This is an optimization exercise on Yosys and OpenROAD, whose aim is small area, a short achievable clock period and few clock cycles per item, not a production implementation.
Power and IR drop assume default switching activity.

Design FP16_MAC_pipeline, start of the top module:
module FP16_MAC_pipeline(
    input [15:0]data_k,
    input [15:0]data_x,
    input [15:0]data_b,
    input rst,
    input input_valid,
    input clk,
    input [1:0]opcode,
    output reg [15:0]data_o,
    output reg output_up,
    output reg [1:0]opcode_o
    );
Settings: LEC_CHECK=0, CAP_MARGIN=20, CORE_MARGIN=2, CORE_UTILIZATION=60, SETUP_SLACK_MARGIN=3.5, SLEW_MARGIN=20; clock period 6.0 ns.
run.sh (not shown) runs the stock make flow with config.mk's settings and CLKGATE_MAP_FILE= SYNTH_SCRIPT=/design/flow/synth_recipe.tcl, a recipe that flattens the netlist after the stock synthesis.
Rerun with:
--- a/flow/design.v
+++ b/flow/design.v
@@ -612,77 +612,82 @@
         hs75_r2 <= hs75_1;
         mb_r2 <= mb_r1;
         op_r2 <= op_r1;
         pp0_0_r2 <= pp0_0_1;
         pp0_1_r2 <= pp0_1_1;
         sb_r2 <= sb_r1;
         sp_r2 <= sp_r1;
         sub_r2 <= sub_r1;
         v_r2 <= v_r1 & ~rst;
     end
     wire [21:0] p_2;
     assign p_2 = {hs111_r2, fs109_r2, fs107_r2, fs105_r2, fs103_r2, fs101_r2, fs99_r2, fs97_r2, fs95_r2, fs93_r2, fs91_r2, fs89_r2, fs87_r2, fs85_r2, fs83_r2, fs81_r2, fs79_r2, fs77_r2, hs75_r2, bn1_r2, pp0_1_r2, pp0_0_r2} + {fc110_r2, fc108_r2, fc106_r2, fc104_r2, fc102_r2, fc100_r2, fc98_r2, fc96_r2, fc94_r2, fc92_r2, fc90_r2, fc88_r2, fc86_r2, fc84_r2, fc82_r2, fc80_r2, fc78_r2, hc76_r2, hc74_r2, hs73_r2, 1'b0, bn0_r2};
+    wire [6:0] dd_2;
     wire [4:0] ad_2;
-    wire ph_2;
+    wire dpos_2;
+    wire dz_2;
     wire bA_2;
     wire eA_2;
     wire bB_2;
     wire eB_2;
-    wire signed [6:0] dd_ctl2 = e0_r2 - {2'b00, eb_r2};
-    wire [6:0] nd_ctl2 = -dd_ctl2;
-    assign ph_2 = ~dd_ctl2[6];
-    assign ad_2 = dd_ctl2[6] ? nd_ctl2[4:0] : dd_ctl2[4:0];
-    assign bA_2 = dd_ctl2 >= 7'sd22;
-    assign eA_2 = dd_ctl2 == 7'sd21;
-    assign bB_2 = dd_ctl2 <= -7'sd23;
-    assign eB_2 = dd_ctl2 == -7'sd22;
+    assign dd_2 = e0_r2 - {2'b00, eb_r2};
+    wire [6:0] nd_ctl2 = {2'b00, eb_r2} - e0_r2;
+    assign dpos_2 = ~dd_2[6] & |dd_2[5:0];
+    assign dz_2 = ~|dd_2;
+    assign ad_2 = dd_2[6] ? nd_ctl2[4:0] : dd_2[4:0];
+    assign bA_2 = ~dd_2[6] & (dd_2[5:0] >= 6'd22);
+    assign eA_2 = dd_2 == 7'd21;
+    assign bB_2 = ~nd_ctl2[6] & (nd_ctl2[5:0] >= 6'd23);
+    assign eB_2 = nd_ctl2 == 7'd22;
     reg [4:0] ad_r3;
     reg bA_r3;
     reg bB_r3;
+    reg dpos_r3;
+    reg dz_r3;
     reg [6:0] e0_r3;
     reg eA_r3;
     reg eB_r3;
     reg [4:0] eb_r3;
     reg [10:0] mb_r3;
     reg [1:0] op_r3;
     reg [21:0] p_r3;
-    reg ph_r3;
     reg sb_r3;
     reg sp_r3;
     reg sub_r3;
     reg v_r3;
     always @(posedge clk) begin
         ad_r3 <= ad_2;
         bA_r3 <= bA_2;
         bB_r3 <= bB_2;
+        dpos_r3 <= dpos_2;
+        dz_r3 <= dz_2;
         e0_r3 <= e0_r2;
         eA_r3 <= eA_2;
         eB_r3 <= eB_2;
         eb_r3 <= eb_r2;
         mb_r3 <= mb_r2;
         op_r3 <= op_r2;
         p_r3 <= p_2;
-        ph_r3 <= ph_2;
         sb_r3 <= sb_r2;
         sp_r3 <= sp_r2;
         sub_r3 <= sub_r2;
         v_r3 <= v_r2 & ~rst;
     end
     wire [32:0] pv_3;
     wire [21:0] gv_3;
     wire [6:0] eh_3;
     wire zs_3;
     wire sh_3;
     wire p21_align3 = p_r3[21];
-    wire ph_align3 = ph_r3;
+    wire ph_align3 = dpos_r3 | (dz_r3 & p21_align3);
     wire [21:0] pp_align3 = {p_r3[21:1], p_r3[0] & ~p21_align3};
     wire big_align3 = ph_align3 ? (bA_r3 | (eA_r3 & p21_align3)) : (bB_r3 | (eB_r3 & ~p21_align3));
     wire [21:0] hi_align3 = ph_align3 ? pp_align3 : {1'b0, mb_r3, 10'd0};
     wire [32:0] lo0_align3 = ph_align3 ? {1'b0, mb_r3, 21'd0} : {pp_align3, 11'd0};
     wire [32:0] lo1_align3 = lo0_align3 >> ad_r3;
     assign zs_3 = ph_align3 & p21_align3;
     wire [32:0] lx_align3 = {1'b0, (big_align3 ? 32'd0 : {lo1_align3[31:1], lo1_align3[0] & ~zs_3})} ^ {33{sub_r3}};
     wire [32:0] hx_align3 = {hi_align3, 11'd0};
     assign pv_3 = hx_align3 ^ lx_align3;
     assign gv_3 = hi_align3 & lx_align3[32:11];
     assign eh_3 = ph_align3 ? e0_r3 : {2'b00, eb_r3};
     assign sh_3 = ph_align3 ? sp_r3 : sb_r3;
Result: Total power rose by 0.30%; die area goes up by 2.2%; hold slack gains 4.0 ps; via count went up by 2.4%; clock-buffer cell count climbs by 6; synthesized cell count rose by 3.0%; critical path depth goes down by 4; sequential share of layout area is about the same; combinational power is lower by about 0.6%; cell area climbs by 0.43%; sequential cell count is higher by 1; wire length climbs by 1.2%.
Function was not checked in any run of this note: the RTL went through the layout flow alone.

[afterwards: timing with drivers on the ports]
How much do the figures lean on ideal ports? The routed layouts below were timed once more, with nothing changed but the port constraints.
Step 1 assumes that a clkbuf_16 drives the clock port and a buf_2 every other input.
Step 2 adds t to the input delays and takes it off the output delays; t is the mean of the earliest and latest rising clock arrival at the registers after step 1. Input paths then give back, and output paths get back, about the clock's delay inside the block.
Slacks: ideal / step 1 / step 2; pairs: ideal / step 1.
run	t, ns	setup WS [ns]	clock arrival spread, ns	cell pins on the clock port's net
the first run	0.581	3.336 / 3.336 / 3.035	0.019 / 0.020	1
the second run	0.589	3.433 / 3.433 / 2.939	0.021 / 0.021	1
After both steps every run listed still meets setup and hold. For the second run, which loses most, drivers alone change the setup slack by 0.000 ns; drivers and shift together by -0.494 ns.
